This is an optimization exercise on Yosys and OpenROAD, whose aim is small area, not a production implementation.
The RTL was checked by simulation tests, not by an equivalence proof against the original design.

File: flow/design.v
module mul 
#(parameter WI = 8, 
parameter WO = 2*WI)(
input [WI-1:0] w,
input [WI-1:0] x,
output[WO-1:0] y
);
assign y = $signed(x) * $signed(w);
endmodule
module mac #(
parameter WI = 8, 
parameter N  = 16, 
parameter WN = $clog2(N),
parameter WO = 2*WI + WN)(
input clk,
input rstn,
input vld_i, 
input [N*WI-1:0] win, 
input [N*WI-1:0] din, 
output[WO+1:0] acc_o,
output  vld_o
);
reg [WN:0] vld_d;
wire[2*WI+1:0] y0[0:N-1];	 
reg [2*WI+2:0] y1[0:N/2-1];	 
reg [2*WI+3:0] y2[0:N/4-1];	 
reg [2*WI+4:0] y3[0:N/8-1];	 
reg [2*WI+5:0] y4         ;	 
reg [N*(WI+1)-1:0] weight;
reg [N*(WI+1)-1:0] activation;
integer i;
always@(posedge clk, negedge rstn) begin
	if(~rstn) begin
		weight 		<= 0;
		activation 	<= 0;
	end
	else begin
		for(i = 0; i < N; i=i+1) begin
			weight[i*(WI+1)+:(WI+1)] 		<= $signed($signed({win[( i*WI)+:WI],1'b0})+1);
			activation[i*(WI+1)+:(WI+1)] 	<= $signed({1'b0,din[ i*WI+:WI]});
		end		
	end
end
mul #(.WI(WI+1)) u_mul_00(.w(weight[( 0*(WI+1))+:(WI+1)]),.x(activation[( 0*(WI+1))+:(WI+1)]),.y(y0[ 0]));
mul #(.WI(WI+1)) u_mul_01(.w(weight[( 1*(WI+1))+:(WI+1)]),.x(activation[( 1*(WI+1))+:(WI+1)]),.y(y0[ 1]));
mul #(.WI(WI+1)) u_mul_02(.w(weight[( 2*(WI+1))+:(WI+1)]),.x(activation[( 2*(WI+1))+:(WI+1)]),.y(y0[ 2]));
mul #(.WI(WI+1)) u_mul_03(.w(weight[( 3*(WI+1))+:(WI+1)]),.x(activation[( 3*(WI+1))+:(WI+1)]),.y(y0[ 3]));
mul #(.WI(WI+1)) u_mul_04(.w(weight[( 4*(WI+1))+:(WI+1)]),.x(activation[( 4*(WI+1))+:(WI+1)]),.y(y0[ 4]));
mul #(.WI(WI+1)) u_mul_05(.w(weight[( 5*(WI+1))+:(WI+1)]),.x(activation[( 5*(WI+1))+:(WI+1)]),.y(y0[ 5]));
mul #(.WI(WI+1)) u_mul_06(.w(weight[( 6*(WI+1))+:(WI+1)]),.x(activation[( 6*(WI+1))+:(WI+1)]),.y(y0[ 6]));
mul #(.WI(WI+1)) u_mul_07(.w(weight[( 7*(WI+1))+:(WI+1)]),.x(activation[( 7*(WI+1))+:(WI+1)]),.y(y0[ 7]));
mul #(.WI(WI+1)) u_mul_08(.w(weight[( 8*(WI+1))+:(WI+1)]),.x(activation[( 8*(WI+1))+:(WI+1)]),.y(y0[ 8]));
mul #(.WI(WI+1)) u_mul_09(.w(weight[( 9*(WI+1))+:(WI+1)]),.x(activation[( 9*(WI+1))+:(WI+1)]),.y(y0[ 9]));
mul #(.WI(WI+1)) u_mul_10(.w(weight[(10*(WI+1))+:(WI+1)]),.x(activation[(10*(WI+1))+:(WI+1)]),.y(y0[10]));
mul #(.WI(WI+1)) u_mul_11(.w(weight[(11*(WI+1))+:(WI+1)]),.x(activation[(11*(WI+1))+:(WI+1)]),.y(y0[11]));
mul #(.WI(WI+1)) u_mul_12(.w(weight[(12*(WI+1))+:(WI+1)]),.x(activation[(12*(WI+1))+:(WI+1)]),.y(y0[12]));
mul #(.WI(WI+1)) u_mul_13(.w(weight[(13*(WI+1))+:(WI+1)]),.x(activation[(13*(WI+1))+:(WI+1)]),.y(y0[13]));
mul #(.WI(WI+1)) u_mul_14(.w(weight[(14*(WI+1))+:(WI+1)]),.x(activation[(14*(WI+1))+:(WI+1)]),.y(y0[14]));
mul #(.WI(WI+1)) u_mul_15(.w(weight[(15*(WI+1))+:(WI+1)]),.x(activation[(15*(WI+1))+:(WI+1)]),.y(y0[15]));
always@(posedge clk, negedge rstn) begin
	if(~rstn) begin
		for(i = 0; i < N/2; i=i+1) begin
			y1[i] <= 0;
		end
		for( i = 0; i < N/4; i=i+1) begin
			y2[i] <= 0;
		end
		for( i = 0; i < N/8; i=i+1) begin
			y3[i] <= 0;
		end
		y4 <=0;
	end
	else begin
		y1[0] <= $signed(y0[ 0]) + $signed(y0[ 1]);
		y1[1] <= $signed(y0[ 2]) + $signed(y0[ 3]);
		y1[2] <= $signed(y0[ 4]) + $signed(y0[ 5]);
		y1[3] <= $signed(y0[ 6]) + $signed(y0[ 7]);
		y1[4] <= $signed(y0[ 8]) + $signed(y0[ 9]);
		y1[5] <= $signed(y0[10]) + $signed(y0[11]);
		y1[6] <= $signed(y0[12]) + $signed(y0[13]);
		y1[7] <= $signed(y0[14]) + $signed(y0[15]);
		y2[0] <= $signed(y1[0]) + $signed(y1[ 1]);
		y2[1] <= $signed(y1[2]) + $signed(y1[ 3]);
		y2[2] <= $signed(y1[4]) + $signed(y1[ 5]);
		y2[3] <= $signed(y1[6]) + $signed(y1[ 7]);
		y3[0] <= $signed(y2[0]) + $signed(y2[ 1]);
		y3[1] <= $signed(y2[2]) + $signed(y2[ 3]);
		y4    <= $signed(y3[0]) + $signed(y3[ 1]);
	end
end
always@(posedge clk, negedge rstn) begin
	if(~rstn) begin
		vld_d <= 0;
	end
	else begin
		vld_d <= {vld_d[WN-1:0],vld_i};
	end
end
assign vld_o = vld_d[WN];
assign acc_o = $signed(y4);
endmodule
module mac_kern #(
parameter WI = 8, 
parameter N  = 16, 
parameter WN = $clog2(N),
parameter WO = 2*(WI+1) + WN)(
clk,
rstn,
is_conv3x3,			 
vld_i, 
win, 
din, 
acc_o,
vld_o
);
localparam CONV3x3_DELAY 	= 9;
localparam CONV3x3_DELAY_W 	= 4;	
input clk;
input rstn;
input is_conv3x3;			 
input vld_i; 
input [N*WI-1:0] win; 
input [N*WI-1:0] din; 
output[WO+CONV3x3_DELAY_W:0] acc_o;
output  reg vld_o;
wire[WO-1:0] sub_acc_o;	
wire sub_vld_o;
reg [WN+1:0] is_conv3x3_d;
reg [CONV3x3_DELAY:0] sub_vld_o_d;
reg [WO+CONV3x3_DELAY_W:0] psum;
reg [3:0] pix_idx;
mac u_mac(
. clk(clk),
. rstn(rstn),
. vld_i(vld_i), 
. win(win), 
. din(din), 
. acc_o(sub_acc_o),
. vld_o(sub_vld_o)
);
always@(posedge clk, negedge rstn) begin
	if(~rstn) begin
		psum <= 0;
	end
	else begin
		if(sub_vld_o) begin
			if(pix_idx == 0)
				psum <= $signed(sub_acc_o);
			else
				psum <= $signed(psum) + $signed(sub_acc_o);
		end
	end
end
always@(posedge clk, negedge rstn) begin
	if(~rstn) begin
		is_conv3x3_d <= 0;
		sub_vld_o_d <= 0;
	end
	else begin
		is_conv3x3_d <= {is_conv3x3_d[WN:0],is_conv3x3};
		sub_vld_o_d	 <= {sub_vld_o_d[CONV3x3_DELAY-1:0],sub_vld_o};
	end
end
assign acc_o = $signed(psum);
always@(posedge clk, negedge rstn) begin
	if(~rstn) begin
		vld_o <= 1'b0;
	end
	else begin
		if(~is_conv3x3_d[WN])	 
			vld_o <= sub_vld_o;
		else begin				 
			if(pix_idx == 8)
				vld_o <= 1'b1;
			else
				vld_o <= 1'b0;
		end			
	end
end
always@(posedge clk, negedge rstn) begin
	if(~rstn) begin
        pix_idx <= 0;
    end
	else begin
		if(is_conv3x3_d[WN] && sub_vld_o) begin
			if(pix_idx == 8)
				pix_idx <= 0;
			else
				pix_idx <= pix_idx + 1;			
		end
	end
end
endmodule
`timescale 1ns/1ps
module bias_shifter(
    d_in,
    n_shift,
    d_out
    );
    parameter DATA_BITS = 48;
    parameter SHIFT_W = 5;
	parameter OUT_DATA_BITS = 48;
    input [DATA_BITS-1:0] d_in;
    input [SHIFT_W-1:0] n_shift;
    output [OUT_DATA_BITS-1:0] d_out;
    reg [DATA_BITS-1:0] d_out_r;
    always @*
    begin
        case (n_shift)
            'd5 : d_out_r = {{ 5{d_in[DATA_BITS-1]}}, d_in[DATA_BITS-1:5]};
            'd6 : d_out_r = {{ 6{d_in[DATA_BITS-1]}}, d_in[DATA_BITS-1:6]};
            'd7 : d_out_r = {{ 7{d_in[DATA_BITS-1]}}, d_in[DATA_BITS-1:7]};
            'd8 : d_out_r = {{ 8{d_in[DATA_BITS-1]}}, d_in[DATA_BITS-1:8]};
            'd9 : d_out_r = {{ 9{d_in[DATA_BITS-1]}}, d_in[DATA_BITS-1:9]};
            'd10: d_out_r = {{10{d_in[DATA_BITS-1]}}, d_in[DATA_BITS-1:10]};
            'd11: d_out_r = {{11{d_in[DATA_BITS-1]}}, d_in[DATA_BITS-1:11]};
            'd12: d_out_r = {{12{d_in[DATA_BITS-1]}}, d_in[DATA_BITS-1:12]};
            'd13: d_out_r = {{13{d_in[DATA_BITS-1]}}, d_in[DATA_BITS-1:13]};
            'd14: d_out_r = {{14{d_in[DATA_BITS-1]}}, d_in[DATA_BITS-1:14]};
            'd15: d_out_r = {{15{d_in[DATA_BITS-1]}}, d_in[DATA_BITS-1:15]};
            'd16: d_out_r = {{16{d_in[DATA_BITS-1]}}, d_in[DATA_BITS-1:16]};
            'd17: d_out_r = {{17{d_in[DATA_BITS-1]}}, d_in[DATA_BITS-1:17]};
            'd18: d_out_r = {{18{d_in[DATA_BITS-1]}}, d_in[DATA_BITS-1:18]};
            'd19: d_out_r = {{19{d_in[DATA_BITS-1]}}, d_in[DATA_BITS-1:19]};
            'd20: d_out_r = {{20{d_in[DATA_BITS-1]}}, d_in[DATA_BITS-1:20]};
            'd21: d_out_r = {{21{d_in[DATA_BITS-1]}}, d_in[DATA_BITS-1:21]};
            'd22: d_out_r = {{22{d_in[DATA_BITS-1]}}, d_in[DATA_BITS-1:22]};
            'd23: d_out_r = {{23{d_in[DATA_BITS-1]}}, d_in[DATA_BITS-1:23]};
            'd24: d_out_r = {{24{d_in[DATA_BITS-1]}}, d_in[DATA_BITS-1:24]};
            'd25: d_out_r = {{25{d_in[DATA_BITS-1]}}, d_in[DATA_BITS-1:25]};
            default: d_out_r = 'h0;
        endcase
    end
    assign d_out = d_out_r[OUT_DATA_BITS-1:0];
endmodule
`timescale 1ns/1ps
module act_shifter(
    d_in,
    n_shift,
    d_out
    );
    parameter DATA_BITS = 32;
    parameter SHIFT_W = 3;
    input [DATA_BITS-1:0] d_in;
    input [SHIFT_W-1:0] n_shift;
    output [DATA_BITS-1:0] d_out;
    reg [DATA_BITS-1:0] d_out_r;
    always @*
    begin
        case (n_shift)
            'd0: d_out_r = d_in;
            'd1: d_out_r = {{1{d_in[DATA_BITS-1]}}, d_in[DATA_BITS-1:1]};
            'd2: d_out_r = {{2{d_in[DATA_BITS-1]}}, d_in[DATA_BITS-1:2]};
            'd3: d_out_r = {{3{d_in[DATA_BITS-1]}}, d_in[DATA_BITS-1:3]};
            'd4: d_out_r = {{4{d_in[DATA_BITS-1]}}, d_in[DATA_BITS-1:4]};
            'd5: d_out_r = {{5{d_in[DATA_BITS-1]}}, d_in[DATA_BITS-1:5]};
            'd6: d_out_r = {{6{d_in[DATA_BITS-1]}}, d_in[DATA_BITS-1:6]};
            'd7: d_out_r = {{7{d_in[DATA_BITS-1]}}, d_in[DATA_BITS-1:7]};
            default: d_out_r = 'h0;
        endcase
    end
    assign d_out = d_out_r;
endmodule
module bnorm_quant_act(
    clk,
    resetn,
    is_last_layer,
    scale,
    bias,
    act_shift,
    bias_shift,
    accum_in,
    accum_vld_in,
    accum_out,
    accum_vld_out
    );
	parameter PARAM_BITS 	= 16;
	parameter WEIGHT_BITS 	= 8;
	parameter ACT_BITS		= 8;
	parameter DATA_BITS 	= 27;
	localparam N_DELAY = 4;
    input clk;
    input resetn;
    input is_last_layer;
    input [PARAM_BITS-1:0] scale;
    input [PARAM_BITS-1:0] bias;
    input [2:0] act_shift;
    input [4:0] bias_shift;
    input [DATA_BITS-1:0] accum_in;
    input accum_vld_in;
    output [ACT_BITS-1:0] accum_out;
    output accum_vld_out;
    reg [N_DELAY-1:0] accum_vld;
    reg [2:0] act_shift_r;
    reg [4:0] bias_shift_r;
	reg [PARAM_BITS:0] scale_r;		 
    reg [PARAM_BITS-1:0] bias_r;
    reg [DATA_BITS-1:0] accum_in_r;
    reg [DATA_BITS+PARAM_BITS-1:0] acc_mult;
    wire [DATA_BITS-1:0] acc_mult_shift; 
    wire [DATA_BITS-1:0] acc_mean_shift; 
    reg [DATA_BITS-1:0] acc_mean;
    wire signed [DATA_BITS-1:0] acc_quant;   
    wire signed [DATA_BITS-1:0] acc_relu;
    reg signed [ACT_BITS-1:0] accum_relu;
    reg [ACT_BITS-1:0] accum_final;
    always @(posedge clk)
    begin
        accum_in_r <= accum_in;
        act_shift_r <= act_shift;
        bias_shift_r <= bias_shift;
        scale_r <= scale;
        bias_r <= bias;
    end
    always @(posedge clk)
    begin
        acc_mult <= $signed(accum_in_r) * $signed(scale_r);
    end
    bias_shifter #(
        .DATA_BITS (DATA_BITS+PARAM_BITS),.OUT_DATA_BITS(DATA_BITS),
        .SHIFT_W (5)
    )
    u_bias_shift (
        .d_in (acc_mult),
        .n_shift (bias_shift_r),
        .d_out (acc_mult_shift)
    );
    always @(posedge clk) begin
        acc_mean <= $signed(acc_mult_shift) + $signed(bias_r);
    end
    act_shifter #(
        .DATA_BITS (DATA_BITS),
        .SHIFT_W (3)
    )
    u_act_shift (
        .d_in (acc_mean),
        .n_shift(act_shift_r),
        .d_out (acc_mean_shift)
    );
   assign acc_relu = $signed(~acc_mean_shift[DATA_BITS-1] ? acc_mean_shift : 'h0);   
   assign acc_quant = (~is_last_layer) ? acc_relu :acc_mean_shift;  
   always @(posedge clk or negedge resetn)
     if(!resetn)  
		accum_relu <= 'h0;
    else begin
		accum_relu <= (acc_quant > 255) ? 255 : acc_quant[ACT_BITS-1:0];
	end
    always @(posedge clk or negedge resetn)
        if(!resetn) 
			accum_final <= 'h0;
        else         
			accum_final <= acc_quant;			 
    assign accum_out = is_last_layer ? accum_final : accum_relu;    
    always @(posedge clk or negedge resetn)
    begin
        if(!resetn) accum_vld <= 'h0;
        else        accum_vld <= {accum_vld[N_DELAY-2:0], accum_vld_in};
    end 
    assign accum_vld_out = accum_vld[N_DELAY-1];
endmodule
module conv_kern(
clk,
rstn,
is_last_layer,
scale,
bias,
act_shift,
bias_shift,
is_conv3x3,			 
vld_i, 
win, 
din, 
acc_o,
vld_o
);
parameter WI = 8;
parameter N  = 16; 
parameter WN = $clog2(N);
parameter WO = 2*(WI+1) + WN;
parameter PARAM_BITS 	= 16;
parameter WEIGHT_BITS 	= 8;
parameter ACT_BITS		= 8;
localparam CONV3x3_DELAY 	= 9;
localparam CONV3x3_DELAY_W 	= 4;	
parameter DATA_BITS 	= WO + CONV3x3_DELAY_W+1;
input clk;
input rstn;
input is_last_layer;
input [PARAM_BITS-1:0] scale;
input [PARAM_BITS-1:0] bias;
input [2:0] act_shift;
input [4:0] bias_shift;
input is_conv3x3;			 
input vld_i; 
input [N*WI-1:0] win; 
input [N*WI-1:0] din; 
output [ACT_BITS-1:0] acc_o;
output vld_o;
wire[DATA_BITS-1:0]  mac_kern_acc_o;
wire  				mac_kern_acc_vld_o;
mac_kern u_mac_kern(
. clk(clk),
. rstn(rstn),
. is_conv3x3(is_conv3x3),
. vld_i(vld_i), 
. win(win), 
. din(din), 
. acc_o(mac_kern_acc_o),
. vld_o(mac_kern_acc_vld_o)
);
bnorm_quant_act #(.DATA_BITS(DATA_BITS))
u_bnorm_quant_act
(
. clk(clk),
. resetn(rstn),
. is_last_layer(is_last_layer),
. scale(scale),
. bias(bias),
. act_shift(act_shift),
. bias_shift(bias_shift),
. accum_in(mac_kern_acc_o),
. accum_vld_in(mac_kern_acc_vld_o),
. accum_out(acc_o),
. accum_vld_out(vld_o)
);
endmodule
File: flow/constraint.sdc
create_clock -name core_clock -period 8.0 [get_ports {clk}]
set_input_delay 1.6000 -clock core_clock [delete_from_list [all_inputs] [get_ports {clk}]]
set_output_delay 1.6000 -clock core_clock [all_outputs]
set_load 0.01 [all_outputs]
File: flow/config.mk
export PLATFORM = sky130hd
export DESIGN_NAME = conv_kern
export DESIGN_NICKNAME = conv_kern
export VERILOG_FILES = /design/flow/design.v
export SDC_FILE = /design/flow/constraint.sdc
export NUM_CORES = 4
export LEC_CHECK = 0
export CAP_MARGIN = 20
export CORE_MARGIN = 2
export CORE_UTILIZATION = 40
export SLEW_MARGIN = 20
File: flow/run.sh
#!/bin/bash
# synth_recipe.tcl (not shown) runs the flow's synth.tcl, then flattens the netlist and writes it again
# the make line also repeats each setting of config.mk as NAME=value (left out here)
make -C /OpenROAD-flow-scripts/flow DESIGN_CONFIG=/design/flow/config.mk WORK_HOME=/design/flow/orfs CLKGATE_MAP_FILE= SYNTH_SCRIPT=/design/flow/synth_recipe.tcl finish
==> summary.txt <==
path summary, 6_finish.rpt:
path | to | cells past startpoint | start
setup / recovery | u_mac_kern.u_mac.y1[6][17]$_DFF_PN0_ | 24 | u_mac_kern.u_mac.weight[135]$_DFF_PN0_
hold / removal | u_mac_kern.is_conv3x3_d[1]$_DFF_PN0_ | 0 | u_mac_kern.is_conv3x3_d[0]$_DFF_PN0_
setup reg to reg | u_mac_kern.u_mac.y1[6][17]$_DFF_PN0_ | 24 | u_mac_kern.u_mac.weight[135]$_DFF_PN0_
hold reg to reg | u_mac_kern.is_conv3x3_d[1]$_DFF_PN0_ | 0 | u_mac_kern.is_conv3x3_d[0]$_DFF_PN0_
max in group asynchronous | u_bnorm_quant_act.accum_relu[3]$_DFF_PN0_ | 2 | rstn
min in group asynchronous | u_mac_kern.u_mac.activation[48]$_DFF_PN0_ | 1 | rstn
cell usage after synthesis (109+ instances only):
library cell  count  area share (%)
nand2b_1        109            0.78
dfrtp_1         615              18
a22oi_1         138             1.2
nand2_1         833             3.6
dfxtp_1         132             3.0
ha_1           1069              15
a21oi_1         304             1.7
a21o_1          129             1.1
fa_1           1326              30
and2_1          773             5.5
xnor2_1         240             2.4
nor2_1          269             1.2
inv_1          1647             7.0
xor2_1          111             1.1
clkbuf_1        249             1.1
cell usage in the layout (no fill, tap or decap), types with 111 or more instances in the layout:
cell type | synthesis | layout
nor2_1 | 269 | 266
dfrtp_1 | 615 | 614
clkdlybuf4s50_1 | 0 | 308
xnor2_1 | 240 | 240
a21oi_1 | 304 | 304
xor2_1 | 111 | 111
and2_1 | 773 | 773
inv_1 | 1647 | 1647
ha_1 | 1069 | 1069
dfxtp_1 | 132 | 129
a22oi_1 | 138 | 138
nand2_1 | 833 | 833
a21o_1 | 129 | 129
fa_1 | 1326 | 1326
registers in the layout, summed over array words and instances, names as in the netlist, 27 cells and up:
signal	cells
u_mac_kern.u_mac.y1	152
u_mac_kern.u_mac.weight	129
u_mac_kern.u_mac.activation	128
u_mac_kern.u_mac.y2	80
u_mac_kern.u_mac.y3	42
u_bnorm_quant_act.acc_mult	38
u_bnorm_quant_act.acc_mean	27
u_bnorm_quant_act.accum_in_r	27
u_mac_kern.psum	27
area by class of cell:
class	count	area share (%)
Multi-Input combinational cell	6195	64.4
Sequential cell	747	18.6
Inverter	1648	6.37
Timing Repair Buffer	372	3.72
Tap cell	2854	3.68
Clock buffer	123	2.69
Clock inverter	50	0.572
Antenna cell	7	0.0180
worst register-to-register path: stages, from the launching register on:
cell and delay (ns):
dfrtp_4 1.10, buf_4 0.44, nand2_1 0.12, fa_1 0.55, inv_1 0.05, fa_1 0.51
inv_1 0.06, fa_1 0.52, inv_1 0.05, fa_1 0.45, fa_1 0.48, inv_1 0.05
fa_1 0.48, inv_1 0.04, ha_1 0.27, ha_1 0.32, inv_1 0.09, o21bai_1 0.07
a21o_1 0.20, a21oi_1 0.20, o21ai_0 0.16, o41a_1 0.37, a21o_1 0.19, a21oi_1 0.16
xnor2_1 0.13
stage by stage:
step,instances,utilization [%],hold slack (ns)
5_1_grt,12000,44.6,0.355
4_1_cts,12000,44.6,0.348
3_5_place_dp,11800,43.2,0.335
6_report,12000,44.6,0.345
2_1_floorplan,8860,-,0.331
3_3_place_gp,11800,43.2,0.332
metal layers:
layer / GRT usage [%] / up-vias
met1: 26.3 / 30900
met5: 0 / -
met2: 33.1 / 1552
li1: - / 28400
met4: 5.19 / 4
met3: 2.79 / 360
logic make-up (layout without fill, tap and decap cells):
logic type | Yosys count | count (layout) | share of synthesized area (%)
xor+xnor | 351 | 351 | 3.50
compound gates | 1062 | 1062 | 8.29
mux | 37 | 37 | 0.458
fa+ha+maj | 2395 | 2395 | 45.5
buf+inv | 1918 | 2193 | 8.22
simple gates | 2349 | 2349 | 13.5
flops | 747 | 747 | 20.6
other cells | 1 | 8 | 0.00428
==> run_results.csv <==
group,metric,value,unit
run_status,status,"no timing/DRC/antenna violations",
clock_network,htreeDepth,3,
synthesis,ys_ff_latch,747,
detailed_routing,drt-total-wl,212000,µm
critical_path,cpPeakStageDelay,1.10,ns
detailed_routing,route.met3.wl,10700,µm
floorplan,pin_count,310,
clock_network,cts_sinks,747,
timing,fmax,0.140,GHz
detailed_routing,drc_errors,0,
floorplan,initial_core_util,40.3,%
timing,slew_violations,0,
clock_network,root_buffer,"clkbuf_16",
placed_design,pre_cts_ws,0.858,ns
detailed_routing,top_layer_used,"met5",
clock_network,cts_buffer_depth,3,
floorplan,die_h,472,µm
placed_design,portBuffers,309,
detailed_routing,dr.first_iter.drc_count,4011,
clock_network,numCtsBuffers,92,
finish,seq_area,18000,µm²
finish,fillCellCount,20500,
placed_design,gp_congestion,0.886,
floorplan,chipWidth,472,µm
detailed_routing,drt_first_pass_iters,7,
clock_network,insertion_delay,0.75,ns
timing,setup-tns-final,0,ns
run,cap_violations,0,
detailed_routing,routed-wl-met2,103000,µm
synthesis,synthesis.nets,11600,
global_route,grt_pass1_vias,66400,
critical_path,critPathBufInv,7,
critical_path,start_kind,"flip-flop",
timing,fin_crit,7.14,ns
timing,slew_headroom,21.2,%
critical_path,critPathArrivalTime,7.81,ns
detailed_routing,wl_per_cell,17.7,µm
timing,rsz0062_at_grt,"no",
finish,areaGrowthSynthToFinish,10.7,%
synthesis,synth.distinct_cells,87,
global_route,grt_antenna_before_repair,7,
detailed_routing,drtAntennaViolNets,0,
clock_network,cts_setup_buffers,0,
synthesis,synth_enable_flop_cells,0,
clock_network,cts_tree,"yes",
critical_path,worstSetupPathType,"reg -> reg",
critical_path,cp_max_fo,76,
timing,fin_ws,0.857,ns
synthesis,postSynthCellCount,8860,
global_route,grt_start_max_net_pins,135,
finish,fin_area,97100,µm²
floorplan,die-area,223000,µm²
critical_path,crit_path_cell_trace,"buf_4 -> nand2_1 -> fa_1 -> inv_1 -> fa_1 -> inv_1 -> fa_1 -> inv_1 -> fa_1 -> fa_1 -> inv_1 -> fa_1 -> inv_1 -> ha_1 -> ha_1 -> inv_1 -> o21bai_1 -> a21o_1 -> a21oi_1 -> o21ai_0 -> o41a_1 -> a21o_1 -> a21oi_1 -> xnor2_1",
synthesis,async_flop_share,82.3,%
critical_path,worstPathRequired,8.67,ns
timing,skew,0.0477,ns
synthesis,syn_area,87700,µm²
synthesis,ys_warn_count,11,
synthesis,seq_area_frac_synth,20.6,%
global_route,grt.total_usage,19.6,%
placed_design,place_hpwl,168000,µm
floorplan,core,218000,µm²
critical_path,rrSetupSlack,0.86,ns
detailed_routing,num_vias,61200,
timing,hold_viol,0,
global_route,overflow,0,
detailed_routing,vias_per_cell,5.10,
critical_path,end_kind,"flip-flop",
synthesis,synth.avg_cell_area,9.90,µm²
finish,drive_gt1_share,3.39,%
hold_path,hold_path.class,"reg -> reg",
detailed_routing,wl_met1,93500,µm
placed_design,dpl_cell_area,93900,µm²
timing,worst_slew_pin_slew,1.18,ns
global_route,grt_pass1_wl,354000,µm
finish,multi_input_area,62500,µm²
clock_network,clk_pin_slew,0.06,ns
finish,final_nets,11800,
critical_path,slowest_stage,"dfrtp_4",
clock_network,cts_hold_buffers,0,
timing,post-route-period-util,89.3,%
floorplan,rows,171,
critical_path,cp_top_family,"adder cells",
timing,finalSetupViolCount,0,
clock_network,cts_resized,0,
synthesis,ys.flop_type,"dfrtp_1",

## re-timing with driven ports
Ports are ideal in the flow. The routed layout listed here was re-timed in OpenROAD.
Step 1 sets driving cells, clkbuf_16 on the clock port and buf_2 on the other inputs (assumed; they add their load-dependent delay and slew).
Step 2 adds t to the input delays and takes it off the output delays; t is the mean of the earliest and latest rising clock arrival at the registers after step 1. Input paths then give back, and output paths get back, about the clock's delay inside the block.
Three values: ideal ports, drivers, drivers and shift; two values: the first two.
t, ns: 0.825
setup slack, ns: 0.857 / 0.857 / 0.857
worst setup path after step 2: register to register
worst slew at a driven data input, ns: 0.19
After both steps this run still meets setup and hold. For this run, drivers alone change the setup slack by 0.000 ns; drivers and shift together by 0.000 ns.
